From an optimization exercise on the open Yosys and OpenROAD flow, aimed at small area; shortcuts taken in it are not production practice.
In this exercise RTL edits were held to simulation tests only and were not proved equivalent to the original.

==> flow/design.v, too long to show whole: its modules and the start of the top module <==
// module csm_fa: 4 lines
// module csm_ha: 4 lines
// module csm_hc: 4 lines
// module fir_csm: 949 lines
module fir_csm #(
    parameter N = 16
)(
    input wire clk,
    input wire rst,
    input wire data_valid,
    input wire signed [15:0] x_in,
    output wire signed [31:0] y_out
);
  // ...
==> flow/flow/run.sh <==
#!/bin/bash
# The standard layout (standard.sh: ORFS synthesis to finish, unchanged
# synthesis), except that the buffers ORFS puts on every input and output
# port are made from the smallest buffer cell. Tool output goes to standard.log.
set -o pipefail
export BUFFER_PORTS_ARGS="-buffer_cell sky130_fd_sc_hd__buf_1"
bash standard.sh > standard.log 2>&1
==> flow/standard.sh <==
#!/bin/bash
# synth_recipe.tcl (not shown) runs the flow's synth.tcl, then flattens the netlist and writes it again
# the make line also repeats each setting of config.mk as NAME=value (left out here)
make -C /OpenROAD-flow-scripts/flow DESIGN_CONFIG=/design/flow/config.mk WORK_HOME=/design/flow/orfs CLKGATE_MAP_FILE= SYNTH_SCRIPT=/design/flow/synth_recipe.tcl "${@:-finish}"
==> flow/config.mk <==
export PLATFORM = sky130hd
export DESIGN_NAME = fir_csm
export DESIGN_NICKNAME = fir_csm
export VERILOG_FILES = /design/flow/design.v
export SDC_FILE = /design/flow/constraint.sdc
export NUM_CORES = 4
export LEC_CHECK = 0
export ABC_AREA = 1
export CAP_MARGIN = 20
export CORE_MARGIN = 2
export CORE_UTILIZATION = 60
export CTS_BUF_LIST = sky130_fd_sc_hd__clkbuf_8
export CTS_CLUSTER_DIAMETER = 70
export CTS_CLUSTER_SIZE = 16
export PLACE_DENSITY = 0.75
export SLEW_MARGIN = 20
export SYNTH_HIERARCHICAL = 1
==> flow/constraint.sdc <==
create_clock -name core_clock -period 10.0 [get_ports {clk}]
set_input_delay 2.0000 -clock core_clock [delete_from_list [all_inputs] [get_ports {clk}]]
set_output_delay 2.0000 -clock core_clock [all_outputs]
set_load 0.01 [all_outputs]
==> flow_summary.yaml, run 1 <==
worst_setup_path:
  cp-endpoint: "r7[15]"
  crit_arrival_ns: 9.35
  r2r-start: "xc[8]"
  cp-startpoint: "xc[8]"
  start_kind: "flip-flop"
synthesis:
  synth-edff-count: 232
  synth-seq-area-share: 0.482
  synthTopCellsByCount: "fa_1 (288), edfxtp_1 (232), inv_1 (132), ha_1 (113), nand2_1 (106)"
  ys_top_cells_by_area: "edfxtp_1 (38%), fa_1 (32%), ha_1 (7.8%)"
  synth_mux_area_frac: 0
  synth_fa_ha_area_frac: 0.394
  synth_top_area_frac: 0.383
  synth_ff_type: "edfxtp_1"
  ys_warn_count: 7
  synth_compound_area_frac: 0.0102
final_layout:
  fin_util: 0.645
  syn_to_final_growth_pct: 5.58
  multiInputGateArea_sq_um: 8720
  diodes: 0
  final_cell_mix: "fa_1 (288), edfxtp_1 (232), inv_1 (144)"
  nMultiInputCombCells: 727
  seq_area_frac: 0.457
global_route:
  antenna_found_initial: 0
  overflow: 0
sta:
  max_slew_margin: 0.328
  clock_skew_ns: 0.0243
  worst_pin_slew_ns: 1.01
  slew_violations: 0
placed_design:
  place_inst: 1628
  hpwl_um: 22900
status:
  status: "no timing/DRC/antenna violations"
routing:
  wl_met3_um: 1520
  wl_um: 30700
floorplan:
  start_util: 0.611
  rows: 63
  tap_cells: 390
clock_network:
  cts_sinks: 317
==> run 2, diff against run 1 <==
==> flow/design.v (replaced) <==
`timescale 1ns / 1ps
module csm_fa (input wire a, input wire b, input wire c, output wire s, output wire co);
    assign s = a ^ b ^ c;
    assign co = (a & b) | (a & c) | (b & c);
endmodule
module csm_ha (input wire a, input wire b, output wire s, output wire co);
    assign s = a ^ b;
    assign co = a & b;
endmodule
module csm_hc (input wire a, input wire b, output wire s, output wire co);
    assign s = ~(a ^ b);
    assign co = a | b;
endmodule
`timescale 1ns / 1ps
module fir_csm #(
    parameter N = 16
)(
    input wire clk,
    input wire rst,
    input wire data_valid,
    input wire signed [15:0] x_in,
    output wire signed [31:0] y_out
);
    reg [15:0] xa, xb, xc;
    reg [3:0] cr;
    reg [15:1] a1;
    reg va, vb, vc;
    reg first;
    reg [16:0] yr;
    reg [16:0] r0;
    reg [16:0] r1;
    reg [16:0] r2;
    reg [16:0] r3;
    reg [16:0] r4;
    reg [16:0] r5;
    reg [16:0] r6;
    reg [16:0] r7;
    reg [15:0] r8;
    reg [14:0] r9;
    reg [12:0] r10;
    reg [12:0] r11;
    reg [10:0] r12;
    reg [10:0] r13;
    reg [8:0] r14;
    reg [7:0] r15;
    reg dc1;
    reg dc3;
    wire [15:0] x = xc;
    always @(posedge clk or posedge rst)
        if (rst) {va, vb, vc} <= 3'b000;
        else {va, vb, vc} <= {data_valid, va, vb};
    always @(posedge clk or posedge rst)
        if (rst) first <= 1'b1;
        else if (vc) first <= 1'b0;
    wire n1 = xb[0] & xb[1];
    wire n2 = (xb[1] & xb[2]) | (xb[1] & n1) | (xb[2] & n1);
    wire n3 = (xb[2] & xb[3]) | (xb[2] & n2) | (xb[3] & n2);
    wire n4 = (xb[3] & xb[4]) | (xb[3] & n3) | (xb[4] & n3);
    wire n5 = (xb[4] & xb[5]) | (xb[4] & n4) | (xb[5] & n4);
    wire n6 = (xb[5] & xb[6]) | (xb[5] & n5) | (xb[6] & n5);
    wire n7 = (xb[6] & xb[7]) | (xb[6] & n6) | (xb[7] & n6);
    wire n8 = (xb[7] & xb[8]) | (xb[7] & n7) | (xb[8] & n7);
    wire n9 = (xb[8] & xb[9]) | (xb[8] & n8) | (xb[9] & n8);
    wire n10 = (xb[9] & xb[10]) | (xb[9] & n9) | (xb[10] & n9);
    wire n11 = (xb[10] & xb[11]) | (xb[10] & n10) | (xb[11] & n10);
    wire n12 = (xb[11] & xb[12]) | (xb[11] & n11) | (xb[12] & n11);
    wire n13 = (xb[12] & xb[13]) | (xb[12] & n12) | (xb[13] & n12);
    wire n14 = xb[0] & xb[2];
    wire n15 = (xb[1] & xb[3]) | (xb[1] & n14) | (xb[3] & n14);
    wire n16 = (xb[2] & xb[4]) | (xb[2] & n15) | (xb[4] & n15);
    wire n17 = (xb[3] & xb[5]) | (xb[3] & n16) | (xb[5] & n16);
    wire n18 = (xb[4] & xb[6]) | (xb[4] & n17) | (xb[6] & n17);
    wire n19 = (xb[5] & xb[7]) | (xb[5] & n18) | (xb[7] & n18);
    wire n20 = (xb[6] & xb[8]) | (xb[6] & n19) | (xb[8] & n19);
    wire n21 = (xb[7] & xb[9]) | (xb[7] & n20) | (xb[9] & n20);
    wire n22 = (xb[8] & xb[10]) | (xb[8] & n21) | (xb[10] & n21);
    wire n23 = (xb[9] & xb[11]) | (xb[9] & n22) | (xb[11] & n22);
    wire n24, n25;
    csm_ha un24 (.a(xb[1]), .b(xb[2]), .s(n24), .co(n25));
    wire n26, n27;
    csm_fa un26 (.a(xb[2]), .b(xb[3]), .c(n25), .s(n26), .co(n27));
    wire n28, n29;
    csm_fa un28 (.a(xb[3]), .b(xb[4]), .c(n27), .s(n28), .co(n29));
    wire n30, n31;
    csm_fa un30 (.a(xb[4]), .b(xb[5]), .c(n29), .s(n30), .co(n31));
    wire n32, n33;
    csm_fa un32 (.a(xb[5]), .b(xb[6]), .c(n31), .s(n32), .co(n33));
    wire n34, n35;
    csm_fa un34 (.a(xb[6]), .b(xb[7]), .c(n33), .s(n34), .co(n35));
    wire n36, n37;
    csm_fa un36 (.a(xb[7]), .b(xb[8]), .c(n35), .s(n36), .co(n37));
    wire n38, n39;
    csm_fa un38 (.a(xb[8]), .b(xb[9]), .c(n37), .s(n38), .co(n39));
    wire n40, n41;
    csm_fa un40 (.a(xb[9]), .b(xb[10]), .c(n39), .s(n40), .co(n41));
    wire n42, n43;
    csm_fa un42 (.a(xb[10]), .b(xb[11]), .c(n41), .s(n42), .co(n43));
    wire n44, n45;
    csm_fa un44 (.a(xb[11]), .b(xb[12]), .c(n43), .s(n44), .co(n45));
    wire n46, n47;
    csm_fa un46 (.a(xb[12]), .b(xb[13]), .c(n45), .s(n46), .co(n47));
    wire n48, n49;
    csm_fa un48 (.a(xb[13]), .b(xb[14]), .c(n47), .s(n48), .co(n49));
    wire n50, n51;
    csm_fa un50 (.a(xb[14]), .b(xb[15]), .c(n49), .s(n50), .co(n51));
    wire n52, n53;
    csm_fa un52 (.a(xb[15]), .b(xb[15]), .c(n51), .s(n52), .co(n53));
    wire n54 = xb[15] ^ xb[15] ^ n53;
    wire [15:1] a1_nxt = {n54, n52, n50, n48, n46, n44, n42, n40, n38, n36, n34, n32, n30, n28, n26};
    wire n55 = xb[0] & n24;
    wire n56 = (xb[1] & n26) | (xb[1] & n55) | (n26 & n55);
    wire n57 = (xb[2] & n28) | (xb[2] & n56) | (n28 & n56);
    wire n58 = (xb[3] & n30) | (xb[3] & n57) | (n30 & n57);
    wire n59 = (xb[4] & n32) | (xb[4] & n58) | (n32 & n58);
    wire n60 = (xb[5] & n34) | (xb[5] & n59) | (n34 & n59);
    wire n61 = (xb[6] & n36) | (xb[6] & n60) | (n36 & n60);
    wire [3:0] c_nxt = {n61, n23, n13, n7};
    always @(posedge clk) begin
        xa <= x_in;
        xb <= xa;
        xc <= {xb[15:2], 2'b00};
        cr <= c_nxt;
        a1 <= a1_nxt;
    end
    wire n62, n63;
    csm_fa un62 (.a(x[7]), .b(x[8]), .c(cr[0]), .s(n62), .co(n63));
    wire n64, n65;
    csm_fa un64 (.a(x[8]), .b(x[9]), .c(n63), .s(n64), .co(n65));
    wire n66, n67;
    csm_fa un66 (.a(x[9]), .b(x[10]), .c(n65), .s(n66), .co(n67));
    wire n68, n69;
    csm_fa un68 (.a(x[10]), .b(x[11]), .c(n67), .s(n68), .co(n69));
    wire n70, n71;
    csm_fa un70 (.a(x[11]), .b(x[12]), .c(n69), .s(n70), .co(n71));
    wire n72, n73;
    csm_fa un72 (.a(x[12]), .b(x[13]), .c(n71), .s(n72), .co(n73));
    wire n74, n75;
    csm_fa un74 (.a(x[13]), .b(x[14]), .c(n73), .s(n74), .co(n75));
    wire n76, n77;
    csm_fa un76 (.a(x[14]), .b(~x[15]), .c(n75), .s(n76), .co(n77));
    wire n78, n79;
    csm_ha un78 (.a(~x[15]), .b(n77), .s(n78), .co(n79));
    wire n80, n81;
    csm_fa un80 (.a(x[7]), .b(a1[7]), .c(cr[3]), .s(n80), .co(n81));
    wire n82, n83;
    csm_fa un82 (.a(x[8]), .b(a1[8]), .c(n81), .s(n82), .co(n83));
    wire n84, n85;
    csm_fa un84 (.a(x[9]), .b(a1[9]), .c(n83), .s(n84), .co(n85));
    wire n86, n87;
    csm_fa un86 (.a(x[10]), .b(a1[10]), .c(n85), .s(n86), .co(n87));
    wire n88, n89;
    csm_fa un88 (.a(x[11]), .b(a1[11]), .c(n87), .s(n88), .co(n89));
    wire n90, n91;
    csm_fa un90 (.a(x[12]), .b(a1[12]), .c(n89), .s(n90), .co(n91));
    wire n92, n93;
    csm_fa un92 (.a(x[13]), .b(a1[13]), .c(n91), .s(n92), .co(n93));
    wire n94, n95;
    csm_fa un94 (.a(x[14]), .b(a1[14]), .c(n93), .s(n94), .co(n95));
    wire n96, n97;
    csm_fa un96 (.a(~x[15]), .b(~a1[15]), .c(n95), .s(n96), .co(n97));
    wire n98, n99;
    csm_fa un98 (.a(x[13]), .b(x[14]), .c(cr[1]), .s(n98), .co(n99));
    wire n100, n101;
    csm_ha un100 (.a(~x[15]), .b(n98), .s(n100), .co(n101));
    wire n102, n103;
    csm_fa un102 (.a(x[14]), .b(~x[15]), .c(n99), .s(n102), .co(n103));
    wire n104, n105;
    csm_ha un104 (.a(n101), .b(n102), .s(n104), .co(n105));
    wire n106, n107;
    csm_fa un106 (.a(~x[15]), .b(n103), .c(n105), .s(n106), .co(n107));
    wire n108, n109;
    csm_fa un108 (.a(x[9]), .b(x[11]), .c(x[14]), .s(n108), .co(n109));
    wire n110, n111;
    csm_fa un110 (.a(x[10]), .b(x[12]), .c(~x[15]), .s(n110), .co(n111));
    wire n112, n113;
    csm_ha un112 (.a(n109), .b(n110), .s(n112), .co(n113));
    wire n114, n115;
    csm_fa un114 (.a(x[11]), .b(x[13]), .c(n111), .s(n114), .co(n115));
    wire n116, n117;
    csm_ha un116 (.a(n113), .b(n114), .s(n116), .co(n117));
    wire n118, n119;
    csm_fa un118 (.a(x[12]), .b(x[14]), .c(n115), .s(n118), .co(n119));
    wire n120, n121;
    csm_ha un120 (.a(n117), .b(n118), .s(n120), .co(n121));
    wire n122, n123;
    csm_fa un122 (.a(x[13]), .b(~x[15]), .c(n119), .s(n122), .co(n123));
    wire n124, n125;
    csm_ha un124 (.a(n121), .b(n122), .s(n124), .co(n125));
    wire n126, n127;
    csm_fa un126 (.a(x[14]), .b(n123), .c(n125), .s(n126), .co(n127));
    wire n128, n129;
    csm_ha un128 (.a(~x[15]), .b(n127), .s(n128), .co(n129));
    wire n130, n131;
    csm_fa un130 (.a(x[9]), .b(a1[10]), .c(x[14]), .s(n130), .co(n131));
    wire n132, n133;
    csm_fa un132 (.a(x[10]), .b(a1[11]), .c(~x[15]), .s(n132), .co(n133));
    wire n134, n135;
    csm_ha un134 (.a(n131), .b(n132), .s(n134), .co(n135));
    wire n136, n137;
    csm_fa un136 (.a(x[11]), .b(a1[12]), .c(n133), .s(n136), .co(n137));
    wire n138, n139;
    csm_ha un138 (.a(n135), .b(n136), .s(n138), .co(n139));
    wire n140, n141;
    csm_fa un140 (.a(x[12]), .b(a1[13]), .c(n137), .s(n140), .co(n141));
    wire n142, n143;
    csm_ha un142 (.a(n139), .b(n140), .s(n142), .co(n143));
    wire n144, n145;
    csm_fa un144 (.a(x[13]), .b(a1[14]), .c(n141), .s(n144), .co(n145));
    wire n146, n147;
    csm_ha un146 (.a(n143), .b(n144), .s(n146), .co(n147));
    wire n148, n149;
    csm_fa un148 (.a(x[14]), .b(~a1[15]), .c(n145), .s(n148), .co(n149));
    wire n150, n151;
    csm_ha un150 (.a(n147), .b(n148), .s(n150), .co(n151));
    wire n152, n153;
    csm_fa un152 (.a(~x[15]), .b(n149), .c(n151), .s(n152), .co(n153));
    wire n154, n155;
    csm_fa un154 (.a(x[10]), .b(x[12]), .c(cr[2]), .s(n154), .co(n155));
    wire n156, n157;
    csm_fa un156 (.a(a1[13]), .b(~x[15]), .c(n62), .s(n156), .co(n157));
    wire n158, n159;
    csm_ha un158 (.a(n154), .b(n156), .s(n158), .co(n159));
    wire n160, n161;
    csm_fa un160 (.a(x[11]), .b(x[13]), .c(a1[14]), .s(n160), .co(n161));
    wire n162, n163;
    csm_fa un162 (.a(n155), .b(n160), .c(n64), .s(n162), .co(n163));
    wire n164, n165;
    csm_fa un164 (.a(n157), .b(n159), .c(n162), .s(n164), .co(n165));
    wire n166, n167;
    csm_fa un166 (.a(x[12]), .b(x[14]), .c(~a1[15]), .s(n166), .co(n167));
    wire n168, n169;
    csm_fa un168 (.a(n161), .b(n166), .c(n163), .s(n168), .co(n169));
    wire n170, n171;
    csm_fa un170 (.a(n66), .b(n168), .c(n165), .s(n170), .co(n171));
    wire n172, n173;
    csm_fa un172 (.a(x[13]), .b(~x[15]), .c(n167), .s(n172), .co(n173));
    wire n174, n175;
    csm_fa un174 (.a(n172), .b(n68), .c(n169), .s(n174), .co(n175));
    wire n176, n177;
    csm_ha un176 (.a(n174), .b(n171), .s(n176), .co(n177));
    wire n178, n179;
    csm_fa un178 (.a(x[14]), .b(n173), .c(n70), .s(n178), .co(n179));
    wire n180, n181;
    csm_fa un180 (.a(n175), .b(n177), .c(n178), .s(n180), .co(n181));
    wire n182, n183;
    csm_fa un182 (.a(~x[15]), .b(n72), .c(n179), .s(n182), .co(n183));
    wire n184, n185;
    csm_ha un184 (.a(n181), .b(n182), .s(n184), .co(n185));
    wire n186, n187;
    csm_fa un186 (.a(n74), .b(n183), .c(n185), .s(n186), .co(n187));
    wire n188, n189;
    csm_ha un188 (.a(n76), .b(n187), .s(n188), .co(n189));
    wire n190, n191;
    csm_ha un190 (.a(n78), .b(n189), .s(n190), .co(n191));
    wire n192 = n79 ^ n191;
    wire n193, n194;
    csm_ha un193 (.a(x[14]), .b(n86), .s(n193), .co(n194));
    wire n195, n196;
    csm_fa un195 (.a(~x[15]), .b(n194), .c(n88), .s(n195), .co(n196));
    wire n197, n198;
    csm_ha un197 (.a(n90), .b(n196), .s(n197), .co(n198));
    wire n199, n200;
    csm_ha un199 (.a(n198), .b(n92), .s(n199), .co(n200));
    wire n201, n202;
    csm_ha un201 (.a(n200), .b(n94), .s(n201), .co(n202));
    wire n203, n204;
    csm_ha un203 (.a(n202), .b(n96), .s(n203), .co(n204));
    wire n205 = n97 ^ n204;
    wire n206, n207;
    csm_fa un206 (.a(a1[4]), .b(a1[7]), .c(x[12]), .s(n206), .co(n207));
    wire n208, n209;
    csm_ha un208 (.a(n206), .b(n100), .s(n208), .co(n209));
    wire n210, n211;
    csm_fa un210 (.a(a1[5]), .b(a1[8]), .c(x[13]), .s(n210), .co(n211));
    wire n212, n213;
    csm_fa un212 (.a(n207), .b(n210), .c(n209), .s(n212), .co(n213));
    wire n214, n215;
    csm_ha un214 (.a(n104), .b(n212), .s(n214), .co(n215));
    wire n216, n217;
    csm_fa un216 (.a(a1[6]), .b(a1[9]), .c(x[14]), .s(n216), .co(n217));
    wire n218, n219;
    csm_fa un218 (.a(n211), .b(n216), .c(n213), .s(n218), .co(n219));
    wire n220, n221;
    csm_fa un220 (.a(n106), .b(n215), .c(n218), .s(n220), .co(n221));
    wire n222, n223;
    csm_fa un222 (.a(a1[7]), .b(a1[10]), .c(~x[15]), .s(n222), .co(n223));
    wire n224, n225;
    csm_fa un224 (.a(n217), .b(n222), .c(n107), .s(n224), .co(n225));
    wire n226, n227;
    csm_fa un226 (.a(n219), .b(n224), .c(n221), .s(n226), .co(n227));
    wire n228, n229;
    csm_fa un228 (.a(a1[8]), .b(a1[11]), .c(n223), .s(n228), .co(n229));
    wire n230, n231;
    csm_fa un230 (.a(n228), .b(n225), .c(n227), .s(n230), .co(n231));
    wire n232, n233;
    csm_fa un232 (.a(a1[9]), .b(a1[12]), .c(n229), .s(n232), .co(n233));
    wire n234, n235;
    csm_ha un234 (.a(n232), .b(n231), .s(n234), .co(n235));
    wire n236, n237;
    csm_fa un236 (.a(a1[10]), .b(a1[13]), .c(n233), .s(n236), .co(n237));
    wire n238, n239;
    csm_ha un238 (.a(n236), .b(n235), .s(n238), .co(n239));
    wire n240, n241;
    csm_fa un240 (.a(a1[11]), .b(a1[14]), .c(n237), .s(n240), .co(n241));
    wire n242, n243;
    csm_ha un242 (.a(n240), .b(n239), .s(n242), .co(n243));
    wire n244, n245;
    csm_fa un244 (.a(a1[12]), .b(~a1[15]), .c(n241), .s(n244), .co(n245));
    wire n246, n247;
    csm_ha un246 (.a(n244), .b(n243), .s(n246), .co(n247));
    wire n248, n249;
    csm_fa un248 (.a(a1[13]), .b(n245), .c(n247), .s(n248), .co(n249));
    wire n250, n251;
    csm_ha un250 (.a(a1[14]), .b(n249), .s(n250), .co(n251));
    wire n252 = ~a1[15] ^ n251;
    wire n253, n254;
    csm_fa un253 (.a(x[6]), .b(x[10]), .c(a1[13]), .s(n253), .co(n254));
    wire n255, n256;
    csm_ha un255 (.a(n80), .b(n253), .s(n255), .co(n256));
    wire n257, n258;
    csm_fa un257 (.a(x[7]), .b(x[11]), .c(a1[14]), .s(n257), .co(n258));
    wire n259, n260;
    csm_fa un259 (.a(n254), .b(n257), .c(n256), .s(n259), .co(n260));
    wire n261, n262;
    csm_ha un261 (.a(n82), .b(n259), .s(n261), .co(n262));
    wire n263, n264;
    csm_fa un263 (.a(x[8]), .b(x[12]), .c(~a1[15]), .s(n263), .co(n264));
    wire n265, n266;
    csm_fa un265 (.a(n258), .b(n263), .c(n260), .s(n265), .co(n266));
    wire n267, n268;
    csm_fa un267 (.a(n84), .b(n262), .c(n265), .s(n267), .co(n268));
    wire n269, n270;
    csm_fa un269 (.a(x[9]), .b(x[13]), .c(n264), .s(n269), .co(n270));
    wire n271, n272;
    csm_fa un271 (.a(n269), .b(n266), .c(n86), .s(n271), .co(n272));
    wire n273, n274;
    csm_ha un273 (.a(n268), .b(n271), .s(n273), .co(n274));
    wire n275, n276;
    csm_fa un275 (.a(x[10]), .b(x[14]), .c(n270), .s(n275), .co(n276));
    wire n277, n278;
    csm_fa un277 (.a(n275), .b(n88), .c(n272), .s(n277), .co(n278));
    wire n279, n280;
    csm_ha un279 (.a(n274), .b(n277), .s(n279), .co(n280));
    wire n281, n282;
    csm_fa un281 (.a(x[11]), .b(~x[15]), .c(n276), .s(n281), .co(n282));
    wire n283, n284;
    csm_fa un283 (.a(n281), .b(n90), .c(n278), .s(n283), .co(n284));
    wire n285, n286;
    csm_ha un285 (.a(n280), .b(n283), .s(n285), .co(n286));
    wire n287, n288;
    csm_fa un287 (.a(x[12]), .b(n282), .c(n92), .s(n287), .co(n288));
    wire n289, n290;
    csm_fa un289 (.a(n284), .b(n286), .c(n287), .s(n289), .co(n290));
    wire n291, n292;
    csm_fa un291 (.a(x[13]), .b(n94), .c(n288), .s(n291), .co(n292));
    wire n293, n294;
    csm_ha un293 (.a(n290), .b(n291), .s(n293), .co(n294));
    wire n295, n296;
    csm_fa un295 (.a(x[14]), .b(n96), .c(n292), .s(n295), .co(n296));
    wire n297, n298;
    csm_ha un297 (.a(n294), .b(n295), .s(n297), .co(n298));
    wire n299, n300;
    csm_fa un299 (.a(~x[15]), .b(n97), .c(n296), .s(n299), .co(n300));
    wire n301, n302;
    csm_ha un301 (.a(n298), .b(n299), .s(n301), .co(n302));
    wire n303, n304;
    csm_ha un303 (.a(~n300), .b(~n302), .s(n303), .co(n304));
    wire n305, n306;
    csm_fa un305 (.a(x[3]), .b(x[5]), .c(~x[15]), .s(n305), .co(n306));
    wire n307, n308;
    csm_fa un307 (.a(~x[15]), .b(n80), .c(n305), .s(n307), .co(n308));
    wire n309, n310;
    csm_fa un309 (.a(x[4]), .b(x[6]), .c(n306), .s(n309), .co(n310));
    wire n311, n312;
    csm_fa un311 (.a(n82), .b(n308), .c(n309), .s(n311), .co(n312));
    wire n313, n314;
    csm_fa un313 (.a(x[5]), .b(x[7]), .c(n310), .s(n313), .co(n314));
    wire n315, n316;
    csm_fa un315 (.a(n312), .b(n84), .c(n313), .s(n315), .co(n316));
    wire n317, n318;
    csm_fa un317 (.a(x[6]), .b(x[8]), .c(n314), .s(n317), .co(n318));
    wire n319, n320;
    csm_fa un319 (.a(n86), .b(n317), .c(n316), .s(n319), .co(n320));
    wire n321, n322;
    csm_fa un321 (.a(x[7]), .b(x[9]), .c(n318), .s(n321), .co(n322));
    wire n323, n324;
    csm_fa un323 (.a(n88), .b(n321), .c(n320), .s(n323), .co(n324));
    wire n325, n326;
    csm_fa un325 (.a(x[8]), .b(x[10]), .c(n322), .s(n325), .co(n326));
    wire n327, n328;
    csm_fa un327 (.a(n90), .b(n325), .c(n324), .s(n327), .co(n328));
    wire n329, n330;
    csm_fa un329 (.a(x[9]), .b(x[11]), .c(n326), .s(n329), .co(n330));
    wire n331, n332;
    csm_fa un331 (.a(n92), .b(n329), .c(n328), .s(n331), .co(n332));
    wire n333, n334;
    csm_fa un333 (.a(x[10]), .b(x[12]), .c(n330), .s(n333), .co(n334));
    wire n335, n336;
    csm_fa un335 (.a(n94), .b(n332), .c(n333), .s(n335), .co(n336));
    wire n337, n338;
    csm_fa un337 (.a(x[11]), .b(x[13]), .c(n334), .s(n337), .co(n338));
    wire n339, n340;
    csm_fa un339 (.a(n96), .b(n336), .c(n337), .s(n339), .co(n340));
    wire n341, n342;
    csm_fa un341 (.a(x[12]), .b(x[14]), .c(n97), .s(n341), .co(n342));
    wire n343, n344;
    csm_fa un343 (.a(n338), .b(n340), .c(n341), .s(n343), .co(n344));
    wire n345, n346;
    csm_fa un345 (.a(x[13]), .b(~x[15]), .c(n342), .s(n345), .co(n346));
    wire n347, n348;
    csm_ha un347 (.a(n344), .b(n345), .s(n347), .co(n348));
    wire n349, n350;
    csm_fa un349 (.a(x[14]), .b(n346), .c(n348), .s(n349), .co(n350));
    wire n351, n352;
    csm_ha un351 (.a(x[15]), .b(~n350), .s(n351), .co(n352));
    wire n353, n354;
    csm_fa un353 (.a(a1[1]), .b(x[6]), .c(n62), .s(n353), .co(n354));
    wire n355, n356;
    csm_ha un355 (.a(~n100), .b(~n353), .s(n355), .co(n356));
    wire n357, n358;
    csm_fa un357 (.a(a1[2]), .b(x[7]), .c(n64), .s(n357), .co(n358));
    wire n359, n360;
    csm_fa un359 (.a(n354), .b(n104), .c(n357), .s(n359), .co(n360));
    wire n361, n362;
    csm_ha un361 (.a(n356), .b(~n359), .s(n361), .co(n362));
    wire n363, n364;
    csm_fa un363 (.a(a1[3]), .b(x[8]), .c(n358), .s(n363), .co(n364));
    wire n365, n366;
    csm_fa un365 (.a(n66), .b(n106), .c(n363), .s(n365), .co(n366));
    wire n367, n368;
    csm_fa un367 (.a(n360), .b(~n362), .c(n365), .s(n367), .co(n368));
    wire n369, n370;
    csm_fa un369 (.a(a1[4]), .b(x[9]), .c(n107), .s(n369), .co(n370));
    wire n371, n372;
    csm_fa un371 (.a(n68), .b(n364), .c(n369), .s(n371), .co(n372));
    wire n373, n374;
    csm_fa un373 (.a(n366), .b(n371), .c(n368), .s(n373), .co(n374));
    wire n375, n376;
    csm_fa un375 (.a(a1[5]), .b(x[10]), .c(n370), .s(n375), .co(n376));
    wire n377, n378;
    csm_fa un377 (.a(n70), .b(n372), .c(n375), .s(n377), .co(n378));
    wire n379, n380;
    csm_ha un379 (.a(~n377), .b(~n374), .s(n379), .co(n380));
    wire n381, n382;
    csm_fa un381 (.a(a1[6]), .b(x[11]), .c(n376), .s(n381), .co(n382));
    wire n383, n384;
    csm_fa un383 (.a(n72), .b(n378), .c(n381), .s(n383), .co(n384));
    wire n385, n386;
    csm_ha un385 (.a(n383), .b(~n380), .s(n385), .co(n386));
    wire n387, n388;
    csm_fa un387 (.a(a1[7]), .b(x[12]), .c(n382), .s(n387), .co(n388));
    wire n389, n390;
    csm_fa un389 (.a(n74), .b(n384), .c(n387), .s(n389), .co(n390));
    wire n391, n392;
    csm_ha un391 (.a(~n389), .b(~n386), .s(n391), .co(n392));
    wire n393, n394;
    csm_fa un393 (.a(a1[8]), .b(x[13]), .c(n388), .s(n393), .co(n394));
    wire n395, n396;
    csm_fa un395 (.a(n76), .b(n390), .c(n393), .s(n395), .co(n396));
    wire n397, n398;
    csm_ha un397 (.a(n392), .b(~n395), .s(n397), .co(n398));
    wire n399, n400;
    csm_fa un399 (.a(a1[9]), .b(x[14]), .c(n78), .s(n399), .co(n400));
    wire n401, n402;
    csm_fa un401 (.a(n394), .b(n399), .c(n396), .s(n401), .co(n402));
    wire n403, n404;
    csm_ha un403 (.a(~n398), .b(n401), .s(n403), .co(n404));
    wire n405, n406;
    csm_fa un405 (.a(a1[10]), .b(~x[15]), .c(n79), .s(n405), .co(n406));
    wire n407, n408;
    csm_fa un407 (.a(n400), .b(n405), .c(n402), .s(n407), .co(n408));
    wire n409, n410;
    csm_ha un409 (.a(n404), .b(n407), .s(n409), .co(n410));
    wire n411, n412;
    csm_fa un411 (.a(a1[11]), .b(n406), .c(n408), .s(n411), .co(n412));
    wire n413, n414;
    csm_ha un413 (.a(~n410), .b(~n411), .s(n413), .co(n414));
    wire n415, n416;
    csm_fa un415 (.a(a1[12]), .b(n412), .c(~n414), .s(n415), .co(n416));
    wire n417, n418;
    csm_ha un417 (.a(a1[13]), .b(n416), .s(n417), .co(n418));
    wire n419, n420;
    csm_ha un419 (.a(a1[14]), .b(n418), .s(n419), .co(n420));
    wire n421 = ~a1[15] ^ n420;
    wire [16:0] m1 = {(r1[16] & ~first), (r1[15] | first), (r1[14] | first), (r1[13] | first), (r1[12] | first), (r1[11] | first), (r1[10] | first), (r1[9] | first), (r1[8] | first), (r1[7] & ~first), (r1[6] | first), (r1[5] | first), (r1[4] & ~first), (r1[3] & ~first), (r1[2] & ~first), (r1[1] | first), (r1[0] | first)};
    wire mdc1 = dc1 & ~first;
    wire [16:0] m2 = {(r2[16] & ~first), (r2[15] | first), (r2[14] | first), (r2[13] | first), (r2[12] | first), (r2[11] | first), (r2[10] | first), (r2[9] | first), (r2[8] | first), (r2[7] & ~first), (r2[6] & ~first), (r2[5] & ~first), (r2[4] | first), (r2[3] & ~first), (r2[2] & ~first), (r2[1] & ~first), (r2[0] | first)};
    wire [16:0] m3 = {(r3[16] & ~first), (r3[15] | first), (r3[14] | first), (r3[13] | first), (r3[12] | first), (r3[11] | first), (r3[10] | first), (r3[9] & ~first), (r3[8] | first), (r3[7] & ~first), (~r3[6] | first), (~r3[5] | first), (~r3[4] & ~first), (~r3[3] & ~first), (~r3[2] | first), (~r3[1] & ~first), (r3[0] & ~first)};
    wire mdc3 = ~dc3 & ~first;
    wire [16:0] m4 = {(r4[16] & ~first), (r4[15] | first), (r4[14] | first), (r4[13] | first), (r4[12] | first), (r4[11] | first), (r4[10] | first), (r4[9] & ~first), (r4[8] | first), (r4[7] & ~first), (r4[6] & ~first), (r4[5] | first), (r4[4] & ~first), (r4[3] & ~first), (r4[2] | first), (r4[1] | first), (r4[0] | first)};
    wire [16:0] m5 = {(r5[16] & ~first), (r5[15] | first), (r5[14] | first), (r5[13] | first), (r5[12] | first), (~r5[11] & ~first), (~r5[10] | first), (~r5[9] | first), (~r5[8] & ~first), (~r5[7] & ~first), (~r5[6] & ~first), (~r5[5] | first), (~r5[4] | first), (~r5[3] & ~first), (~r5[2] | first), (~r5[1] | first), (r5[0] | first)};
    wire [16:0] m6 = {(r6[16] & ~first), (r6[15] | first), (r6[14] | first), (~r6[13] | first), (~r6[12] & ~first), (r6[11] | first), (r6[10] | first), (r6[9] | first), (r6[8] & ~first), (r6[7] & ~first), (r6[6] | first), (r6[5] & ~first), (r6[4] | first), (r6[3] | first), (r6[2] | first), (r6[1] & ~first), (r6[0] & ~first)};
    wire [16:0] m7 = {(r7[16] & ~first), (r7[15] | first), (r7[14] | first), (r7[13] & ~first), (r7[12] & ~first), (r7[11] | first), (r7[10] & ~first), (r7[9] & ~first), (r7[8] & ~first), (r7[7] & ~first), (r7[6] | first), (r7[5] & ~first), (r7[4] | first), (r7[3] | first), (r7[2] & ~first), (r7[1] | first), (r7[0] & ~first)};
    wire [15:0] m8 = {(r8[15] | first), (r8[14] & ~first), (r8[13] & ~first), (r8[12] & ~first), (~r8[11] & ~first), (~r8[10] & ~first), (~r8[9] & ~first), (~r8[8] & ~first), (~r8[7] & ~first), (~r8[6] & ~first), (~r8[5] & ~first), (~r8[4] & ~first), (~r8[3] & ~first), (~r8[2] & ~first), (~r8[1] & ~first), (r8[0] & ~first)};
    wire [14:0] m9 = {(r9[14] & ~first), (r9[13] | first), (~r9[12] | first), (r9[11] & ~first), (r9[10] | first), (r9[9] | first), (r9[8] | first), (r9[7] | first), (r9[6] & ~first), (r9[5] | first), (r9[4] & ~first), (r9[3] & ~first), (r9[2] | first), (r9[1] | first), (r9[0] & ~first)};
    wire [12:0] m10 = {(r10[12] | first), (r10[11] & ~first), (r10[10] & ~first), (~r10[9] & ~first), (~r10[8] | first), (~r10[7] | first), (~r10[6] & ~first), (~r10[5] | first), (~r10[4] & ~first), (~r10[3] & ~first), (~r10[2] | first), (~r10[1] & ~first), (r10[0] & ~first)};
    wire [12:0] m11 = {(r11[12] & ~first), (r11[11] | first), (~r11[10] & ~first), (~r11[9] & ~first), (~r11[8] | first), (~r11[7] | first), (r11[6] | first), (r11[5] & ~first), (r11[4] & ~first), (r11[3] | first), (r11[2] & ~first), (r11[1] & ~first), (r11[0] | first)};
    wire [10:0] m12 = {(r12[10] & ~first), (r12[9] | first), (r12[8] & ~first), (r12[7] | first), (~r12[6] | first), (~r12[5] & ~first), (~r12[4] | first), (~r12[3] | first), (~r12[2] & ~first), (~r12[1] & ~first), (r12[0] | first)};
    wire [10:0] m13 = {(r13[10] & ~first), (r13[9] | first), (r13[8] & ~first), (r13[7] | first), (r13[6] & ~first), (r13[5] & ~first), (r13[4] | first), (r13[3] | first), (r13[2] | first), (r13[1] & ~first), (r13[0] & ~first)};
    wire [8:0] m14 = {(r14[8] & ~first), (r14[7] | first), (r14[6] | first), (r14[5] | first), (r14[4] & ~first), (r14[3] | first), (r14[2] | first), (r14[1] | first), (r14[0] | first)};
    wire [7:0] m15 = {(~r15[7] | first), (~r15[6] & ~first), (~r15[5] & ~first), (~r15[4] | first), (~r15[3] | first), (~r15[2] | first), (~r15[1] & ~first), (~r15[0] | first)};
    wire [7:0] s15 = {n153, n152, n150, n146, n142, n138, n134, n130};
    wire n422, n423;
    csm_ha un422 (.a(m15[0]), .b(n108), .s(n422), .co(n423));
    wire n424, n425;
    csm_fa un424 (.a(m15[1]), .b(n423), .c(n112), .s(n424), .co(n425));
    wire n426, n427;
    csm_fa un426 (.a(m15[2]), .b(n116), .c(n425), .s(n426), .co(n427));
    wire n428, n429;
    csm_fa un428 (.a(m15[3]), .b(n120), .c(n427), .s(n428), .co(n429));
    wire n430, n431;
    csm_fa un430 (.a(m15[4]), .b(n124), .c(n429), .s(n430), .co(n431));
    wire n432, n433;
    csm_fa un432 (.a(m15[5]), .b(n431), .c(n126), .s(n432), .co(n433));
    wire n434, n435;
    csm_fa un434 (.a(m15[6]), .b(n128), .c(n433), .s(n434), .co(n435));
    wire n436, n437;
    csm_fa un436 (.a(m15[7]), .b(n129), .c(n435), .s(n436), .co(n437));
    wire [8:0] s14 = {n437, n436, n434, n432, n430, n428, n426, n424, n422};
    wire n438, n439;
    csm_ha un438 (.a(m14[0]), .b(n158), .s(n438), .co(n439));
    wire n440, n441;
    csm_fa un440 (.a(m14[1]), .b(n439), .c(n164), .s(n440), .co(n441));
    wire n442, n443;
    csm_fa un442 (.a(m14[2]), .b(n170), .c(n441), .s(n442), .co(n443));
    wire n444, n445;
    csm_fa un444 (.a(m14[3]), .b(n176), .c(n443), .s(n444), .co(n445));
    wire n446, n447;
    csm_fa un446 (.a(m14[4]), .b(n180), .c(n445), .s(n446), .co(n447));
    wire n448, n449;
    csm_fa un448 (.a(m14[5]), .b(n184), .c(n447), .s(n448), .co(n449));
    wire n450, n451;
    csm_fa un450 (.a(m14[6]), .b(n186), .c(n449), .s(n450), .co(n451));
    wire n452, n453;
    csm_fa un452 (.a(m14[7]), .b(n188), .c(n451), .s(n452), .co(n453));
    wire n454, n455;
    csm_fa un454 (.a(m14[8]), .b(n190), .c(n453), .s(n454), .co(n455));
    wire n456, n457;
    csm_ha un456 (.a(n192), .b(n455), .s(n456), .co(n457));
    wire [10:0] s13 = {n457, n456, n454, n452, n450, n448, n446, n444, n442, n440, n438};
    wire n458, n459;
    csm_ha un458 (.a(m13[0]), .b(~n193), .s(n458), .co(n459));
    wire n460, n461;
    csm_fa un460 (.a(~m13[1]), .b(~n459), .c(n195), .s(n460), .co(n461));
    wire n462, n463;
    csm_fa un462 (.a(~m13[2]), .b(n197), .c(n461), .s(n462), .co(n463));
    wire n464, n465;
    csm_fa un464 (.a(~m13[3]), .b(n199), .c(n463), .s(n464), .co(n465));
    wire n466, n467;
    csm_fa un466 (.a(~m13[4]), .b(n201), .c(n465), .s(n466), .co(n467));
    wire n468, n469;
    csm_fa un468 (.a(~m13[5]), .b(n203), .c(n467), .s(n468), .co(n469));
    wire n470, n471;
    csm_fa un470 (.a(~m13[6]), .b(n205), .c(n469), .s(n470), .co(n471));
    wire n472, n473;
    csm_ha un472 (.a(m13[7]), .b(~n471), .s(n472), .co(n473));
    wire n474, n475;
    csm_ha un474 (.a(m13[8]), .b(n473), .s(n474), .co(n475));
    wire n476, n477;
    csm_ha un476 (.a(m13[9]), .b(n475), .s(n476), .co(n477));
    wire n478 = m13[10] ^ n477;
    wire [10:0] s12 = {n478, n476, n474, n472, n470, n468, n466, n464, n462, n460, n458};
    wire n479, n480;
    csm_ha un479 (.a(m12[0]), .b(~n208), .s(n479), .co(n480));
    wire n481, n482;
    csm_fa un481 (.a(m12[1]), .b(n480), .c(~n214), .s(n481), .co(n482));
    wire n483, n484;
    csm_fa un483 (.a(m12[2]), .b(n482), .c(~n220), .s(n483), .co(n484));
    wire n485, n486;
    csm_fa un485 (.a(m12[3]), .b(~n226), .c(n484), .s(n485), .co(n486));
    wire n487, n488;
    csm_fa un487 (.a(m12[4]), .b(~n230), .c(n486), .s(n487), .co(n488));
    wire n489, n490;
    csm_fa un489 (.a(m12[5]), .b(~n234), .c(n488), .s(n489), .co(n490));
    wire n491, n492;
    csm_fa un491 (.a(m12[6]), .b(~n238), .c(n490), .s(n491), .co(n492));
    wire n493, n494;
    csm_fa un493 (.a(~m12[7]), .b(n242), .c(~n492), .s(n493), .co(n494));
    wire n495, n496;
    csm_fa un495 (.a(~m12[8]), .b(n246), .c(n494), .s(n495), .co(n496));
    wire n497, n498;
    csm_fa un497 (.a(~m12[9]), .b(n248), .c(n496), .s(n497), .co(n498));
    wire n499, n500;
    csm_fa un499 (.a(~m12[10]), .b(n250), .c(n498), .s(n499), .co(n500));
    wire n501, n502;
    csm_ha un501 (.a(~n252), .b(~n500), .s(n501), .co(n502));
    wire [12:0] s11 = {n502, n501, n499, n497, n495, n493, n491, n489, n487, n485, n483, n481, n479};
    wire n503, n504;
    csm_ha un503 (.a(m11[0]), .b(~n255), .s(n503), .co(n504));
    wire n505, n506;
    csm_fa un505 (.a(~m11[1]), .b(~n504), .c(n261), .s(n505), .co(n506));
    wire n507, n508;
    csm_fa un507 (.a(~m11[2]), .b(n506), .c(n267), .s(n507), .co(n508));
    wire n509, n510;
    csm_fa un509 (.a(~m11[3]), .b(n273), .c(n508), .s(n509), .co(n510));
    wire n511, n512;
    csm_fa un511 (.a(~m11[4]), .b(n279), .c(n510), .s(n511), .co(n512));
    wire n513, n514;
    csm_fa un513 (.a(~m11[5]), .b(n285), .c(n512), .s(n513), .co(n514));
    wire n515, n516;
    csm_fa un515 (.a(~m11[6]), .b(n514), .c(n289), .s(n515), .co(n516));
    wire n517, n518;
    csm_fa un517 (.a(~m11[7]), .b(n293), .c(n516), .s(n517), .co(n518));
    wire n519, n520;
    csm_fa un519 (.a(~m11[8]), .b(n297), .c(n518), .s(n519), .co(n520));
    wire n521, n522;
    csm_fa un521 (.a(~m11[9]), .b(n301), .c(n520), .s(n521), .co(n522));
    wire n523, n524;
    csm_fa un523 (.a(m11[10]), .b(n303), .c(~n522), .s(n523), .co(n524));
    wire n525, n526;
    csm_fa un525 (.a(m11[11]), .b(n304), .c(n524), .s(n525), .co(n526));
    wire n527 = m11[12] ^ n526;
    wire [12:0] s10 = {n527, n525, n523, n521, n519, n517, n515, n513, n511, n509, n507, n505, n503};
    wire n528, n529;
    csm_ha un528 (.a(m10[0]), .b(n307), .s(n528), .co(n529));
    wire n530, n531;
    csm_fa un530 (.a(m10[1]), .b(n529), .c(n311), .s(n530), .co(n531));
    wire n532, n533;
    csm_fa un532 (.a(m10[2]), .b(n315), .c(n531), .s(n532), .co(n533));
    wire n534, n535;
    csm_fa un534 (.a(m10[3]), .b(n319), .c(n533), .s(n534), .co(n535));
    wire n536, n537;
    csm_fa un536 (.a(m10[4]), .b(n323), .c(n535), .s(n536), .co(n537));
    wire n538, n539;
    csm_fa un538 (.a(m10[5]), .b(n327), .c(n537), .s(n538), .co(n539));
    wire n540, n541;
    csm_fa un540 (.a(m10[6]), .b(n331), .c(n539), .s(n540), .co(n541));
    wire n542, n543;
    csm_fa un542 (.a(m10[7]), .b(n335), .c(n541), .s(n542), .co(n543));
    wire n544, n545;
    csm_fa un544 (.a(m10[8]), .b(n339), .c(n543), .s(n544), .co(n545));
    wire n546, n547;
    csm_fa un546 (.a(m10[9]), .b(n343), .c(n545), .s(n546), .co(n547));
    wire n548, n549;
    csm_fa un548 (.a(m10[10]), .b(n347), .c(n547), .s(n548), .co(n549));
    wire n550, n551;
    csm_fa un550 (.a(m10[11]), .b(n349), .c(n549), .s(n550), .co(n551));
    wire n552, n553;
    csm_fa un552 (.a(~m10[12]), .b(n351), .c(~n551), .s(n552), .co(n553));
    wire n554, n555;
    csm_ha un554 (.a(~n352), .b(~n553), .s(n554), .co(n555));
    wire [14:0] s9 = {n555, n554, n552, n550, n548, n546, n544, n542, n540, n538, n536, n534, n532, n530, n528};
    wire n556, n557;
    csm_ha un556 (.a(m9[0]), .b(~n355), .s(n556), .co(n557));
    wire n558, n559;
    csm_fa un558 (.a(~m9[1]), .b(~n557), .c(n361), .s(n558), .co(n559));
    wire n560, n561;
    csm_fa un560 (.a(~m9[2]), .b(n559), .c(~n367), .s(n560), .co(n561));
    wire n562, n563;
    csm_fa un562 (.a(~m9[3]), .b(~n373), .c(n561), .s(n562), .co(n563));
    wire n564, n565;
    csm_fa un564 (.a(~m9[4]), .b(n379), .c(n563), .s(n564), .co(n565));
    wire n566, n567;
    csm_fa un566 (.a(~m9[5]), .b(~n385), .c(n565), .s(n566), .co(n567));
    wire n568, n569;
    csm_fa un568 (.a(~m9[6]), .b(n391), .c(n567), .s(n568), .co(n569));
    wire n570, n571;
    csm_fa un570 (.a(~m9[7]), .b(n397), .c(n569), .s(n570), .co(n571));
    wire n572, n573;
    csm_fa un572 (.a(~m9[8]), .b(~n403), .c(n571), .s(n572), .co(n573));
    wire n574, n575;
    csm_fa un574 (.a(~m9[9]), .b(~n409), .c(n573), .s(n574), .co(n575));
    wire n576, n577;
    csm_fa un576 (.a(~m9[10]), .b(n413), .c(n575), .s(n576), .co(n577));
    wire n578, n579;
    csm_fa un578 (.a(~m9[11]), .b(~n415), .c(n577), .s(n578), .co(n579));
    wire n580, n581;
    csm_fa un580 (.a(m9[12]), .b(n417), .c(~n579), .s(n580), .co(n581));
    wire n582, n583;
    csm_fa un582 (.a(m9[13]), .b(n419), .c(n581), .s(n582), .co(n583));
    wire n584, n585;
    csm_fa un584 (.a(m9[14]), .b(n421), .c(n583), .s(n584), .co(n585));
    wire [15:0] s8 = {n585, n584, n582, n580, n578, n576, n574, n572, n570, n568, n566, n564, n562, n560, n558, n556};
    wire n586, n587;
    csm_ha un586 (.a(m8[0]), .b(~n355), .s(n586), .co(n587));
    wire n588, n589;
    csm_fa un588 (.a(m8[1]), .b(n587), .c(~n361), .s(n588), .co(n589));
    wire n590, n591;
    csm_fa un590 (.a(m8[2]), .b(n589), .c(n367), .s(n590), .co(n591));
    wire n592, n593;
    csm_fa un592 (.a(m8[3]), .b(n373), .c(n591), .s(n592), .co(n593));
    wire n594, n595;
    csm_fa un594 (.a(m8[4]), .b(~n379), .c(n593), .s(n594), .co(n595));
    wire n596, n597;
    csm_fa un596 (.a(m8[5]), .b(n385), .c(n595), .s(n596), .co(n597));
    wire n598, n599;
    csm_fa un598 (.a(m8[6]), .b(~n391), .c(n597), .s(n598), .co(n599));
    wire n600, n601;
    csm_fa un600 (.a(m8[7]), .b(~n397), .c(n599), .s(n600), .co(n601));
    wire n602, n603;
    csm_fa un602 (.a(m8[8]), .b(n403), .c(n601), .s(n602), .co(n603));
    wire n604, n605;
    csm_fa un604 (.a(m8[9]), .b(n409), .c(n603), .s(n604), .co(n605));
    wire n606, n607;
    csm_fa un606 (.a(m8[10]), .b(~n413), .c(n605), .s(n606), .co(n607));
    wire n608, n609;
    csm_fa un608 (.a(m8[11]), .b(n415), .c(n607), .s(n608), .co(n609));
    wire n610, n611;
    csm_fa un610 (.a(m8[12]), .b(n417), .c(n609), .s(n610), .co(n611));
    wire n612, n613;
    csm_fa un612 (.a(m8[13]), .b(n419), .c(n611), .s(n612), .co(n613));
    wire n614, n615;
    csm_fa un614 (.a(m8[14]), .b(n421), .c(n613), .s(n614), .co(n615));
    wire n616, n617;
    csm_ha un616 (.a(m8[15]), .b(n615), .s(n616), .co(n617));
    wire [16:0] s7 = {n617, n616, n614, n612, n610, n608, n606, n604, n602, n600, n598, n596, n594, n592, n590, n588, n586};
    wire n618, n619;
    csm_ha un618 (.a(m7[0]), .b(n307), .s(n618), .co(n619));
    wire n620, n621;
    csm_fa un620 (.a(m7[1]), .b(n619), .c(n311), .s(n620), .co(n621));
    wire n622, n623;
    csm_fa un622 (.a(m7[2]), .b(n315), .c(n621), .s(n622), .co(n623));
    wire n624, n625;
    csm_fa un624 (.a(m7[3]), .b(n319), .c(n623), .s(n624), .co(n625));
    wire n626, n627;
    csm_fa un626 (.a(m7[4]), .b(n323), .c(n625), .s(n626), .co(n627));
    wire n628, n629;
    csm_fa un628 (.a(m7[5]), .b(n327), .c(n627), .s(n628), .co(n629));
    wire n630, n631;
    csm_fa un630 (.a(m7[6]), .b(n331), .c(n629), .s(n630), .co(n631));
    wire n632, n633;
    csm_fa un632 (.a(m7[7]), .b(n335), .c(n631), .s(n632), .co(n633));
    wire n634, n635;
    csm_fa un634 (.a(m7[8]), .b(n339), .c(n633), .s(n634), .co(n635));
    wire n636, n637;
    csm_fa un636 (.a(m7[9]), .b(n343), .c(n635), .s(n636), .co(n637));
    wire n638, n639;
    csm_fa un638 (.a(m7[10]), .b(n347), .c(n637), .s(n638), .co(n639));
    wire n640, n641;
    csm_fa un640 (.a(m7[11]), .b(n349), .c(n639), .s(n640), .co(n641));
    wire n642, n643;
    csm_fa un642 (.a(~m7[12]), .b(n351), .c(~n641), .s(n642), .co(n643));
    wire n644, n645;
    csm_fa un644 (.a(~m7[13]), .b(n352), .c(n643), .s(n644), .co(n645));
    wire n646, n647;
    csm_ha un646 (.a(m7[14]), .b(~n645), .s(n646), .co(n647));
    wire n648, n649;
    csm_ha un648 (.a(m7[15]), .b(n647), .s(n648), .co(n649));
    wire n650 = m7[16] ^ n649;
    wire [16:0] s6 = {n650, n648, n646, n644, n642, n640, n638, n636, n634, n632, n630, n628, n626, n624, n622, n620, n618};
    wire n651, n652;
    csm_ha un651 (.a(m6[0]), .b(~n255), .s(n651), .co(n652));
    wire n653, n654;
    csm_fa un653 (.a(~m6[1]), .b(~n652), .c(n261), .s(n653), .co(n654));
    wire n655, n656;
    csm_fa un655 (.a(~m6[2]), .b(n654), .c(n267), .s(n655), .co(n656));
    wire n657, n658;
    csm_fa un657 (.a(~m6[3]), .b(n273), .c(n656), .s(n657), .co(n658));
    wire n659, n660;
    csm_fa un659 (.a(~m6[4]), .b(n279), .c(n658), .s(n659), .co(n660));
    wire n661, n662;
    csm_fa un661 (.a(~m6[5]), .b(n285), .c(n660), .s(n661), .co(n662));
    wire n663, n664;
    csm_fa un663 (.a(~m6[6]), .b(n662), .c(n289), .s(n663), .co(n664));
    wire n665, n666;
    csm_fa un665 (.a(~m6[7]), .b(n293), .c(n664), .s(n665), .co(n666));
    wire n667, n668;
    csm_fa un667 (.a(~m6[8]), .b(n297), .c(n666), .s(n667), .co(n668));
    wire n669, n670;
    csm_fa un669 (.a(~m6[9]), .b(n301), .c(n668), .s(n669), .co(n670));
    wire n671, n672;
    csm_fa un671 (.a(~m6[10]), .b(~n303), .c(n670), .s(n671), .co(n672));
    wire n673, n674;
    csm_fa un673 (.a(~m6[11]), .b(~n304), .c(n672), .s(n673), .co(n674));
    wire n675, n676;
    csm_ha un675 (.a(m6[12]), .b(~n674), .s(n675), .co(n676));
    wire n677, n678;
    csm_ha un677 (.a(m6[13]), .b(n676), .s(n677), .co(n678));
    wire n679, n680;
    csm_ha un679 (.a(m6[14]), .b(n678), .s(n679), .co(n680));
    wire n681, n682;
    csm_ha un681 (.a(m6[15]), .b(n680), .s(n681), .co(n682));
    wire n683 = m6[16] ^ n682;
    wire [16:0] s5 = {n683, n681, n679, n677, n675, n673, n671, n669, n667, n665, n663, n661, n659, n657, n655, n653, n651};
    wire n684, n685;
    csm_ha un684 (.a(m5[0]), .b(~n208), .s(n684), .co(n685));
    wire n686, n687;
    csm_fa un686 (.a(m5[1]), .b(n685), .c(~n214), .s(n686), .co(n687));
    wire n688, n689;
    csm_fa un688 (.a(m5[2]), .b(n687), .c(~n220), .s(n688), .co(n689));
    wire n690, n691;
    csm_fa un690 (.a(m5[3]), .b(~n226), .c(n689), .s(n690), .co(n691));
    wire n692, n693;
    csm_fa un692 (.a(m5[4]), .b(~n230), .c(n691), .s(n692), .co(n693));
    wire n694, n695;
    csm_fa un694 (.a(m5[5]), .b(~n234), .c(n693), .s(n694), .co(n695));
    wire n696, n697;
    csm_fa un696 (.a(m5[6]), .b(~n238), .c(n695), .s(n696), .co(n697));
    wire n698, n699;
    csm_fa un698 (.a(m5[7]), .b(~n242), .c(n697), .s(n698), .co(n699));
    wire n700, n701;
    csm_fa un700 (.a(m5[8]), .b(~n246), .c(n699), .s(n700), .co(n701));
    wire n702, n703;
    csm_fa un702 (.a(m5[9]), .b(~n248), .c(n701), .s(n702), .co(n703));
    wire n704, n705;
    csm_fa un704 (.a(m5[10]), .b(~n250), .c(n703), .s(n704), .co(n705));
    wire n706, n707;
    csm_fa un706 (.a(m5[11]), .b(~n252), .c(n705), .s(n706), .co(n707));
    wire n708, n709;
    csm_ha un708 (.a(m5[12]), .b(n707), .s(n708), .co(n709));
    wire n710, n711;
    csm_ha un710 (.a(m5[13]), .b(n709), .s(n710), .co(n711));
    wire n712, n713;
    csm_ha un712 (.a(m5[14]), .b(n711), .s(n712), .co(n713));
    wire n714, n715;
    csm_ha un714 (.a(m5[15]), .b(n713), .s(n714), .co(n715));
    wire n716 = m5[16] ^ n715;
    wire [16:0] s4 = {n716, n714, n712, n710, n708, n706, n704, n702, n700, n698, n696, n694, n692, n690, n688, n686, n684};
    wire n717, n718;
    csm_ha un717 (.a(m4[0]), .b(~n193), .s(n717), .co(n718));
    wire n719, n720;
    csm_fa un719 (.a(~m4[1]), .b(~n718), .c(n195), .s(n719), .co(n720));
    wire n721, n722;
    csm_fa un721 (.a(~m4[2]), .b(n197), .c(n720), .s(n721), .co(n722));
    wire n723, n724;
    csm_fa un723 (.a(~m4[3]), .b(n199), .c(n722), .s(n723), .co(n724));
    wire n725, n726;
    csm_fa un725 (.a(~m4[4]), .b(n201), .c(n724), .s(n725), .co(n726));
    wire n727, n728;
    csm_fa un727 (.a(~m4[5]), .b(n203), .c(n726), .s(n727), .co(n728));
    wire n729, n730;
    csm_fa un729 (.a(~m4[6]), .b(n205), .c(n728), .s(n729), .co(n730));
    wire dcn3 = n730;
    wire [16:0] s3 = {m4[16:7], n729, n727, n725, n723, n721, n719, n717};
    wire n731, n732;
    csm_ha un731 (.a(m3[0]), .b(n158), .s(n731), .co(n732));
    wire n733, n734;
    csm_fa un733 (.a(m3[1]), .b(n732), .c(n164), .s(n733), .co(n734));
    wire n735, n736;
    csm_fa un735 (.a(m3[2]), .b(n170), .c(n734), .s(n735), .co(n736));
    wire n737, n738;
    csm_fa un737 (.a(m3[3]), .b(n176), .c(n736), .s(n737), .co(n738));
    wire n739, n740;
    csm_fa un739 (.a(m3[4]), .b(n180), .c(n738), .s(n739), .co(n740));
    wire n741, n742;
    csm_fa un741 (.a(m3[5]), .b(n184), .c(n740), .s(n741), .co(n742));
    wire n743, n744;
    csm_fa un743 (.a(m3[6]), .b(n186), .c(n742), .s(n743), .co(n744));
    wire n745, n746;
    csm_fa un745 (.a(m3[7]), .b(mdc3), .c(n188), .s(n745), .co(n746));
    wire n747, n748;
    csm_ha un747 (.a(n744), .b(n745), .s(n747), .co(n748));
    wire n749, n750;
    csm_fa un749 (.a(m3[8]), .b(n190), .c(n746), .s(n749), .co(n750));
    wire n751, n752;
    csm_ha un751 (.a(n748), .b(n749), .s(n751), .co(n752));
    wire n753, n754;
    csm_fa un753 (.a(m3[9]), .b(n192), .c(n750), .s(n753), .co(n754));
    wire n755, n756;
    csm_ha un755 (.a(n752), .b(n753), .s(n755), .co(n756));
    wire n757, n758;
    csm_fa un757 (.a(m3[10]), .b(n754), .c(n756), .s(n757), .co(n758));
    wire n759, n760;
    csm_ha un759 (.a(m3[11]), .b(n758), .s(n759), .co(n760));
    wire n761, n762;
    csm_ha un761 (.a(m3[12]), .b(n760), .s(n761), .co(n762));
    wire n763, n764;
    csm_ha un763 (.a(m3[13]), .b(n762), .s(n763), .co(n764));
    wire n765, n766;
    csm_ha un765 (.a(m3[14]), .b(n764), .s(n765), .co(n766));
    wire n767, n768;
    csm_ha un767 (.a(m3[15]), .b(n766), .s(n767), .co(n768));
    wire n769 = m3[16] ^ n768;
    wire [16:0] s2 = {n769, n767, n765, n763, n761, n759, n757, n755, n751, n747, n743, n741, n739, n737, n735, n733, n731};
    wire n770, n771;
    csm_ha un770 (.a(m2[0]), .b(n108), .s(n770), .co(n771));
    wire n772, n773;
    csm_fa un772 (.a(m2[1]), .b(n771), .c(n112), .s(n772), .co(n773));
    wire n774, n775;
    csm_fa un774 (.a(m2[2]), .b(n116), .c(n773), .s(n774), .co(n775));
    wire n776, n777;
    csm_fa un776 (.a(m2[3]), .b(n120), .c(n775), .s(n776), .co(n777));
    wire n778, n779;
    csm_fa un778 (.a(m2[4]), .b(n124), .c(n777), .s(n778), .co(n779));
    wire n780, n781;
    csm_fa un780 (.a(m2[5]), .b(n779), .c(n126), .s(n780), .co(n781));
    wire n782, n783;
    csm_fa un782 (.a(m2[6]), .b(n128), .c(n781), .s(n782), .co(n783));
    wire n784, n785;
    csm_fa un784 (.a(m2[7]), .b(n129), .c(n783), .s(n784), .co(n785));
    wire dcn1 = n785;
    wire [16:0] s1 = {m2[16:8], n784, n782, n780, n778, n776, n774, n772, n770};
    wire n786, n787;
    csm_ha un786 (.a(m1[0]), .b(~n130), .s(n786), .co(n787));
    wire n788, n789;
    csm_fa un788 (.a(~m1[1]), .b(n134), .c(~n787), .s(n788), .co(n789));
    wire n790, n791;
    csm_fa un790 (.a(~m1[2]), .b(n138), .c(n789), .s(n790), .co(n791));
    wire n792, n793;
    csm_fa un792 (.a(~m1[3]), .b(n142), .c(n791), .s(n792), .co(n793));
    wire n794, n795;
    csm_fa un794 (.a(~m1[4]), .b(n146), .c(n793), .s(n794), .co(n795));
    wire n796, n797;
    csm_fa un796 (.a(~m1[5]), .b(n150), .c(n795), .s(n796), .co(n797));
    wire n798, n799;
    csm_fa un798 (.a(~m1[6]), .b(n152), .c(n797), .s(n798), .co(n799));
    wire n800, n801;
    csm_fa un800 (.a(~m1[7]), .b(n153), .c(n799), .s(n800), .co(n801));
    wire n802, n803;
    csm_fa un802 (.a(~m1[8]), .b(~mdc1), .c(n801), .s(n802), .co(n803));
    wire n804, n805;
    csm_ha un804 (.a(m1[9]), .b(~n803), .s(n804), .co(n805));
    wire n806, n807;
    csm_ha un806 (.a(m1[10]), .b(n805), .s(n806), .co(n807));
    wire n808, n809;
    csm_ha un808 (.a(m1[11]), .b(n807), .s(n808), .co(n809));
    wire n810, n811;
    csm_ha un810 (.a(m1[12]), .b(n809), .s(n810), .co(n811));
    wire n812, n813;
    csm_ha un812 (.a(m1[13]), .b(n811), .s(n812), .co(n813));
    wire n814, n815;
    csm_ha un814 (.a(m1[14]), .b(n813), .s(n814), .co(n815));
    wire n816, n817;
    csm_ha un816 (.a(m1[15]), .b(n815), .s(n816), .co(n817));
    wire n818 = m1[16] ^ n817;
    wire [16:0] s0 = {n818, n816, n814, n812, n810, n808, n806, n804, n802, n800, n798, n796, n794, n792, n790, n788, n786};
    always @(posedge clk)
        if (vc) begin
            r0 <= s0;
            r1 <= s1;
            r2 <= s2;
            r3 <= s3;
            r4 <= s4;
            r5 <= s5;
            r6 <= s6;
            r7 <= s7;
            r8 <= s8;
            r9 <= s9;
            r10 <= s10;
            r11 <= s11;
            r12 <= s12;
            r13 <= s13;
            r14 <= s14;
            r15 <= s15;
            dc1 <= dcn1;
            dc3 <= dcn3;
        end
    always @(posedge clk or posedge rst)
        if (rst) yr <= 17'd0;
        else if (vc) yr <= first ? 17'd0 : (r0 ^ 17'b10000000111111110);
    assign y_out = {{15{yr[16]}}, yr};
endmodule
==> flow/config.mk (replaced) <==
export PLATFORM = sky130hd
export DESIGN_NAME = fir_csm
export DESIGN_NICKNAME = fir_csm
export VERILOG_FILES = /design/flow/design.v
export SDC_FILE = /design/flow/constraint.sdc
export NUM_CORES = 4
export LEC_CHECK = 0
export ABC_AREA = 1
export CAP_MARGIN = 20
export CORE_MARGIN = 2
export CORE_UTILIZATION = 50
export CTS_BUF_LIST = sky130_fd_sc_hd__clkbuf_8
export CTS_CLUSTER_DIAMETER = 70
export CTS_CLUSTER_SIZE = 16
export PLACE_DENSITY = 0.65
export SLEW_MARGIN = 20
export SYNTH_HIERARCHICAL = 1
==> run 2 against run 1 <==
Against the previous run: still clean; core utilization decreased by 10 points; flip-flop and latch count increased by 2; final cell count increased by 4.0%; die area increased by 19%; maximum frequency increased by 1.2%; clock skew decreased by 0.00093 ns; synthesized cell count decreased by 0.82%; first-iteration DRC count decreased by 9.6%; critical path type unchanged.
==> flow_summary.yaml, run 2 <==
routing:
  wl_um: 32700
  drtPass1Iterations: 20
  drc: 0
  postRouteAntennaNets: 0
  wire_per_inst_um: 18.8
  via_per_inst: 5.07
  dr_total_vias: 8811
  drtIter0Drc: 567
sta:
  fin_crit_ns: 8.94
  rsz0062_at_grt: "false"
  slew_violations: 0
  setup_viol: 0
  clock_skew_ns: 0.0234
  max_freq_mhz: 112
  hold_viol: 0
  max_slew_margin: 0.269
  finalSetupTns_ns: 0
  fin_ws_ns: 1.06
  worst_pin_slew_ns: 1.10
  layout_worst_path_cycle_share: 0.894
worst_setup_path:
  worstPathRequired_ns: 10.36
  start_kind: "flip-flop"
  cp_num_buf_inv: 0
  path_delay_family: "adder cells"
  crit_path_end_kind: "flip-flop"
  slowest_stage: "fa_1"
  max_stage_delay_ns: 0.51
  critical_path_depth: 20
  crit_arrival_ns: 9.30
  cp_max_fo: 7
  crit_type: "flip-flop to flip-flop"
  cp_cell_sequence: "fa_1 -> fa_1 -> fa_1 -> fa_1 -> fa_1 -> fa_1 -> fa_1 -> fa_1 -> fa_1 -> fa_1 -> fa_1 -> fa_1 -> fa_1 -> fa_1 -> fa_1 -> fa_1 -> fa_1 -> fa_1 -> fa_1 -> ha_1"
  cpMostUsedCell: "fa_1"
  rr_worst_depth: 20
  r2r-end: "r7[15]"
  r2r_slack_ns: 1.06
  r2r-start: "xc[8]"
final_layout:
  regArea_sq_um: 8840
  final_cells: 1738
  final_cell_mix: "fa_1 (288), edfxtp_1 (234), inv_1 (148)"
  design_area_sq_um: 19300
  finalNetCount: 1665
  multiInputGateArea_sq_um: 8520
  drive_gt1_frac: 0.0948
  diodes: 0
  layout_commonest_cell: "fa_1"
  syn_to_final_growth_pct: 6.41
  fill_cells: 2925
synthesis:
  synth-seq-area-share: 0.488
  synthMostInstantiatedCell: "fa_1"
  async_reset_ff_frac: 0.0658
  synth_top_family_by_area: "adder cells"
  ys_ff_latch: 319
  synth_cells: 1208
  synth_top_area_frac: 0.388
  ys_warn_count: 7
  synth_xor_area_frac: 0.00532
  synth_ff_type: "edfxtp_1"
  ys_top_cells_by_area: "edfxtp_1 (39%), fa_1 (32%), dfxtp_1 (7.1%)"
  synth_compound_area_frac: 0.0117
  synth_mux_area_frac: 0
  synthTopCellsByCount: "fa_1 (288), edfxtp_1 (234), inv_1 (139), nor2_1 (104), ha_1 (100)"
  synth-edff-count: 234
  synthDistinctLibCells: 27
  synth_top_area_cell: "edfxtp_1"
  syn-cell-area_sq_um: 18100
  synth-simple-area-share: 0.0657
  synth_fa_ha_area_frac: 0.387
  syn-num-nets: 1615
  synth_area_per_cell_sq_um: 15.0
global_route:
  overflow: 0
  use_met2: 0.291
  met1_usage: 0.270
  top_usage_layer: "met2"
  first_global_vias: 9639
  grt_max_degree: 83
  antenna_found_initial: 0
  track_usage: 0.183
  met3_usage: 0.0318
  grt_first_pass_wirelength_um: 53600
job:
  maxCapViolCount: 0
placed_design:
  post_dp_cell_area_sq_um: 18800
  post-place-ws_ns: 1.01
  hpwl_um: 24000
  numPortBuffers: 50
  gp_congestion: 0.821
  place_inst: 1690
floorplan:
  dieArea_sq_um: 37800
  core-area_sq_um: 35700
  rows: 69
  start_util: 0.508
  io_pins: 51
  die_y_um: 194
  die-width_um: 194
clock_network:
  postCtsSetupBuffers: 0
  clk_latency_ns: 0.60
  h-tree-depth: 1
  clk_pin_slew_ns: 0.11
  cts_hold_buffers: 0
  cts_sinks: 319
  cts-root-buf: "clkbuf_8"
  cts_tree: "yes"
  clockBufferDepth: 3
  cts_resized: 0
  cts-buffers-inserted: 27
hold_path:
  hold_class: "flip-flop to flip-flop"
  min_delay_worst_endpoint: "xb[2]"
  min_path_cells: 0
  min_from: "xa[2]"
status:
  status: "no timing/DRC/antenna violations"
## run 2: final cells by class
type | count | area share
inverters | 141 | 0.0274
repair buffers | 64 | 0.0152
multi-input cells | 705 | 0.442
clock inverters | 18 | 0.00590
clock buffers | 30 | 0.0214
well taps | 461 | 0.0299
flip-flops and latches | 319 | 0.459
## run 2: stage by stage
step / hold slack, ns / utilization
after floorplan: 0.310 / -
after global placement: 0.310 / 0.526
after detailed placement: 0.313 / 0.526
after CTS: 0.329 / 0.541
after global routing: 0.340 / 0.541
final: 0.324 / 0.541
## run 2: per-module statistics from Yosys, one instance, submodules excluded
module | area (sq um) | copies in the design | flip-flops and latches | cells inside
fir_csm | 11100 | 1 | 319 | 820
csm_fa | 20.0 | 288 | 0 | 1
csm_ha | 12.5 | 100 | 0 | 1
## run 2: logic make-up after synthesis
logic type	after synthesis
simple gates	271
compound gates	35
fa+ha+maj	388
flops	319
buf+inv	184
xor+xnor	11
## run 2: how the worst max path moves through the flow
stage | start | end | slack (ns)
final | xc[8] | r7[15] | 1.06
after global routing | xc[8] | r7[15] | 0.82
after CTS | xc[8] | r7[15] | 1.02
after detailed placement | xc[8] | r7[15] | 1.01
after global placement | xc[8] | r7[15] | 1.16
after floorplan | xc[14] | r7[15] | 1.07
## run 2: layer usage
| metal | vias to the layer above | wire length (um) |
|---|---|---|
| met4 | 0 | 609 |
| met2 | 136 | 15800 |
| li1 | 3974 | - |
| met5 | - | 0 |
| met3 | 47 | 1370 |
| met1 | 4654 | 14900 |

==> static timing again, ports no longer ideal <==
How much do the figures lean on ideal ports? The routed layouts below were timed once more, with nothing changed but the port constraints.
Step 1, drivers: a clkbuf_16 drives clk and a buf_2 each remaining input, both assumed.
Step 2, shift: input delay + t, output delay - t, t = (earliest + latest rising clock arrival at the registers) / 2. This alone moves slack from input paths to output paths.
Slacks: no drivers / after step 1 / after step 2; pairs: no drivers / after step 1.
run	shift t [ns]	setup WS [ns]	slew at the worst register clock pin (ns)	worst data-port slew with drivers (ns)	pins driven straight from the clock port
run 1	0.611	0.958 / 0.958 / 0.958	0.11 / 0.11	0.03	1
run 2	0.635	1.062 / 1.062 / 1.062	0.11 / 0.11	0.05	1
After both steps every run listed still meets setup and hold.
